Background: an optimization exercise with open tools, aiming at small area. Do not read the settings as production practice. Only simulation tests tie the RTL to the original design; equivalence was not proved. No activity file was given, so power comes from the tool's default toggle rates.

==> flow/design.v (excerpt) <==
module P_HV_image (clk, reset, scalar, out_p);
input clk, reset;
input [1439:0] scalar;
output [143:0] out_p;
reg  [9:0] nv;
wire [9:0] n      = ~{nv[0],nv[1],nv[2],nv[3],nv[4],nv[5],nv[6],nv[7],nv[8],nv[9]};
wire [9:0] n_next = n + 10'd1;
always @(posedge clk)
    if (reset) nv <= 10'h3ff;
    else       nv <= ~{n_next[0],n_next[1],n_next[2],n_next[3],n_next[4],
                       n_next[5],n_next[6],n_next[7],n_next[8],n_next[9]};
reg  [143:0] qn;
genvar i;
generate
for (i = 0; i < 144; i = i + 1) begin : ch
    vdc_cmp   cmp (.a(scalar[10*i+9:10*i]), .nv(nv), .qn(qn[i]), .y(out_p[i]));
end
endgenerate
always @(posedge clk)
    qn <= ~(out_p & {144{~reset}});
endmodule
Size: about 2,400 cells after synthesis, roughly 1,600 I/O pins.
==> flow/config.mk <==
export PLATFORM = sky130hd
export DESIGN_NAME = P_HV_image
export DESIGN_NICKNAME = P_HV_image
export VERILOG_FILES = /design/flow/design.v
export SDC_FILE = /design/flow/constraint.sdc
export NUM_CORES = 4
export LEC_CHECK = 0
export CAP_MARGIN = 20
export CELL_PAD_IN_SITES_DETAIL_PLACEMENT = 1
export CELL_PAD_IN_SITES_GLOBAL_PLACEMENT = 1
export CORE_AREA = 5 5 315 315
export CTS_BUF_LIST = sky130_fd_sc_hd__clkbuf_4 sky130_fd_sc_hd__clkbuf_8
export DIE_AREA = 0 0 320 320
export PLACE_DENSITY = 0.55
export SLEW_MARGIN = 20
export SYNTH_HIERARCHICAL = 1
export SYNTH_MINIMUM_KEEP_SIZE = 0
==> flow/constraint.sdc <==
create_clock -name core_clock -period 6.0 [get_ports {clk}]
set_input_delay 1.2000 -clock core_clock [delete_from_list [all_inputs] [get_ports {clk}]]
set_output_delay 1.2000 -clock core_clock [all_outputs]
set_load 0.01 [all_outputs]
standard.sh (not shown) runs the stock make flow with config.mk's settings and CLKGATE_MAP_FILE= SYNTH_SCRIPT=/design/flow/synth_recipe.tcl, a recipe that flattens the netlist after the stock synthesis.
==> flow/flow/run.sh <==
#!/bin/bash
# Standard synthesis, then the standard layout with these changes:
# combinational cells start at their smallest drive strength (downsize.tcl,
# after floorplan; later repair steps size up where timing, slew or
# capacitance need it), the port buffers are buf_1 cells, each channel's
# pins are kept together (io.tcl), and clock tree synthesis adds no dummy
# loads.
set -euo pipefail
W=$(pwd)
bash standard.sh synth > "$W/synth.log" 2>&1
bash standard.sh \
  "POST_FLOORPLAN_TCL=$W/flow/downsize.tcl" \
  "BUFFER_PORTS_ARGS=-buffer_cell sky130_fd_sc_hd__buf_1" \
  "PLACE_PINS_ARGS=-min_distance 1 -min_distance_in_tracks" \
  "PRE_IO_PLACEMENT_TCL=$W/flow/io.tcl" \
  "CTS_ARGS=-sink_clustering_enable -repair_clock_nets -dont_use_dummy_load -buf_list {sky130_fd_sc_hd__clkbuf_4 sky130_fd_sc_hd__clkbuf_8}" \
  finish > "$W/layout.log" 2>&1
==> flow/flow/downsize.tcl <==
# Swap every combinational cell that synthesis gave a drive strength above
# the smallest to the smallest cell of the same function; later repair steps
# size up again wherever timing, slew or capacitance needs it.
set n 0
foreach inst [get_cells *] {
  set m [get_property $inst ref_name]
  if {![regexp {^(sky130_fd_sc_hd__[a-z0-9]+)_([0-9]+)$} $m -> base drv]} { continue }
  if {[regexp {df|dl|sdf|edf|conb|tap|fill|decap} $base]} { continue }
  set cur [get_lib_cells */$m]
  set best ""
  set best_area [get_property $cur area]
  foreach d {0 1 2} {
    if {$d >= $drv} { break }
    set cand [get_lib_cells -quiet */${base}_$d]
    if {$cand eq ""} { continue }
    if {[get_property $cand dont_use]} { continue }
    set a [get_property $cand area]
    if {$a < $best_area} { set best $cand; set best_area $a }
  }
  if {$best ne ""} {
    replace_cell $inst $best
    incr n
  }
}
puts "downsize: swapped $n cells to a smaller drive strength"
==> flow/flow/io.tcl <==
# Keep each channel's pins together, in the order its logic uses them:
# scalar[10*i] .. scalar[10*i+9], then out_p[i].
for {set i 0} {$i < 144} {incr i} {
  set pins {}
  for {set b 0} {$b < 10} {incr b} {
    lappend pins "scalar\[[expr {10 * $i + $b}]\]"
  }
  lappend pins "out_p\[$i\]"
  set_io_pin_constraint -group -order -pin_names $pins
}
==> next run, changes <==
- CORE_AREA: 5 5 315 315 -> 5 5 295 295
- DIE_AREA: 0 0 320 320 -> 0 0 300 300
- PLACE_DENSITY: 0.55 -> 0.6
Synthesized area does not change.
Utilization increases by 3.8 points.
Die area fell by 12%.
Setup slack gains 11 ps.
First-iteration DRC count went up by 18%.
Clock power decreases by about 2%.
Clock-buffer cell count does not change.
Final area goes down by 0.94%.
Via count went down by 0.70%.

## re-timing with driven ports
The results above use ideal ports. As a check the final layouts listed here were re-extracted and re-timed, cells and wires unchanged. Step 1: set_driving_cell puts a clkbuf_16 on clk and a buf_2 on each other input, an assumption about the parent block. Step 2 moves the port delays by t, midway between the first and last clock arrival at a register: inputs arrive t later, outputs are due t later. That takes back most of the time a late clock gives input paths. a / b / c = no drivers / after step 1 / after step 2; a / b = the first two.
run | shift t [ns] | setup WS [ns] | worst setup path after step 2 | latest minus earliest clock arrival (ns) | cell pins on the clock port's net
the first run | 0.576 | 0.109 / 0.052 / 0.183 | input to output | 0.052 / 0.052 | 1
the second run | 0.574 | 0.120 / 0.064 / 0.183 | input to output | 0.051 / 0.052 | 1
After both steps setup and hold are still met in every run listed.
